What follows belongs to an exercise in optimizing a design on an open flow for small area and a short achievable clock period; a production flow would make more cautious choices. Only simulation tests tie the RTL to the original design; equivalence was not proved. Power figures rest on the tool's default switching activity, not on a simulated workload.

==> job 2791 <==
## CircuitTest
module CircuitTest (a,b,c,z,x,clk,rst);
input [63:0] a, b, c;
input clk,rst;
output reg [31:0] z, x;
reg [32:0] ar, yr;
reg er;
wire n1 = a[0] & b[0];
wire n2 = a[0] | b[0];
wire n3 = a[1] & b[1];
wire n4 = a[1] | b[1];
wire n5 = a[2] & b[2];
wire n6 = a[2] | b[2];
wire n7 = a[3] & b[3];
wire n8 = a[3] | b[3];
wire n9 = a[4] & b[4];
wire n10 = a[4] | b[4];
wire n11 = a[5] & b[5];
wire n12 = a[5] | b[5];
wire n13 = a[6] & b[6];
wire n14 = a[6] | b[6];
wire n15 = a[7] & b[7];
wire n16 = a[7] | b[7];
wire n17 = a[8] & b[8];
wire n18 = a[8] | b[8];
wire n19 = a[9] & b[9];
wire n20 = a[9] | b[9];
wire n21 = a[10] & b[10];
wire n22 = a[10] | b[10];
wire n23 = a[11] & b[11];
wire n24 = a[11] | b[11];
wire n25 = a[12] & b[12];
wire n26 = a[12] | b[12];
wire n27 = a[13] & b[13];
wire n28 = a[13] | b[13];
wire n29 = a[14] & b[14];
wire n30 = a[14] | b[14];
wire n31 = a[15] & b[15];
wire n32 = a[15] | b[15];
wire n33 = a[16] & b[16];
wire n34 = a[16] | b[16];
wire n35 = a[17] & b[17];
wire n36 = a[17] | b[17];
wire n37 = a[18] & b[18];
wire n38 = a[18] | b[18];
wire n39 = a[19] & b[19];
wire n40 = a[19] | b[19];
wire n41 = a[20] & b[20];
wire n42 = a[20] | b[20];
wire n43 = a[21] & b[21];
wire n44 = a[21] | b[21];
wire n45 = a[22] & b[22];
wire n46 = a[22] | b[22];
wire n47 = a[23] & b[23];
wire n48 = a[23] | b[23];
wire n49 = a[24] & b[24];
wire n50 = a[24] | b[24];
wire n51 = a[25] & b[25];
wire n52 = a[25] | b[25];
wire n53 = a[26] & b[26];
wire n54 = a[26] | b[26];
wire n55 = a[27] & b[27];
wire n56 = a[27] | b[27];
wire n57 = a[28] & b[28];
wire n58 = a[28] | b[28];
wire n59 = a[29] & b[29];
wire n60 = a[29] | b[29];
wire n61 = a[30] & b[30];
wire n62 = a[30] | b[30];
wire n63 = a[31] & b[31];
wire n64 = a[31] | b[31];
wire n65 = a[32] & b[32];
wire n66 = a[32] | b[32];
wire n67 = a[33] & b[33];
wire n68 = a[33] | b[33];
wire n69 = a[34] & b[34];
wire n70 = a[34] | b[34];
wire n71 = a[35] & b[35];
wire n72 = a[35] | b[35];
wire n73 = a[36] & b[36];
wire n74 = a[36] | b[36];
wire n75 = a[37] & b[37];
wire n76 = a[37] | b[37];
wire n77 = a[38] & b[38];
wire n78 = a[38] | b[38];
wire n79 = a[39] & b[39];
wire n80 = a[39] | b[39];
  ...
export LEC_CHECK = 0
export ABC_AREA = 1
export CAP_MARGIN = 20
export CORE_MARGIN = 2
export CORE_UTILIZATION = 40
export CTS_BUF_LIST = sky130_fd_sc_hd__clkbuf_8
export SETUP_SLACK_MARGIN = 4
export SLEW_MARGIN = 20
export TNS_END_PERCENT = 0
create_clock -name core_clock -period 7.5 [get_ports {clk}]
standard.sh (not shown) runs the stock make flow with config.mk's settings and CLKGATE_MAP_FILE= SYNTH_SCRIPT=/design/flow/synth_recipe.tcl, a recipe that flattens the netlist after the stock synthesis.
==> flow/flow/run.sh <==
#!/bin/bash
# Own layout flow: the standard ORFS flow (standard.sh) with two changes:
#  - no Yosys full/half-adder extraction (ADDER_MAP_FILE empty), so ABC maps the
#    hand-written prefix carry logic itself;
#  - the port buffers that buffer_ports inserts on every input and output are
#    sky130_fd_sc_hd__buf_1 instead of the default delay buffer.
# Make's full output goes to flow_make.log here; each ORFS step keeps its own log
# under orfs/logs/.
set -uo pipefail
bash standard.sh ADDER_MAP_FILE= \
  "BUFFER_PORTS_ARGS=-buffer_cell sky130_fd_sc_hd__buf_1" \
  finish > flow_make.log 2>&1
==> job 3476 (differences from job 2791) <==
- CORE_UTILIZATION: 40 -> 50
==> comparison <==
In synthesized cell count, job 2791 and job 3476 do not differ.
Maximum frequency: job 3476 is larger than job 2791 (about 0.7%).
Against job 2791, the power of job 3476 is lower by about 1.3%.
Against job 2791, the cell count of job 3476 is lower by about 3%.
Of job 2791 and job 3476, job 2791 has the higher via count (gap 0.84%, measured against job 3476).
Clock-buffer cell count is the same in job 2791 and job 3476.
In job 3476 the global-route usage is higher than in job 2791, by 2.4 points.
Against job 2791, the sequential share of layout area of job 3476 is higher by 0.33 points.
Between job 2791 and job 3476, the lower die area is in job 3476 (gap 24%, measured against job 3476).
Register-to-register slack: job 2791 is higher than job 3476 (100 ps).
Of job 3476 and job 2791, job 2791 has the higher clock power (gap 3.5%, measured against job 2791).

[separate check: timing with driven ports]
In the flow no input, the clock included, has a driving cell. The finished layouts below were timed again as built, in two steps. Step 1, drivers: a clkbuf_16 drives clk and a buf_2 each remaining input, both assumed. Step 2 times the ports against the registers' clock, not the clock port: input delays grow and output delays shrink by t, the midpoint of the rising clock arrivals with the driver on. Slacks: no drivers / after step 1 / after step 2; pairs: no drivers / after step 1.
| run | t, ns | setup slack, ns | clock arrival spread, ns | slew at the worst register clock pin (ns) |
|---|---|---|---|---|
| job 2791 | 0.493 | 4.052 / 4.075 / 3.582 | 0.010 / 0.010 | 0.08 / 0.08 |
| job 3476 | 0.472 | 4.077 / 4.064 / 3.593 | 0.014 / 0.013 | 0.08 / 0.08 |
After both steps setup and hold are still met in every run listed. The setup slack of job 3476, which loses most, moves by -0.013 ns with the drivers and by -0.484 ns with both steps.
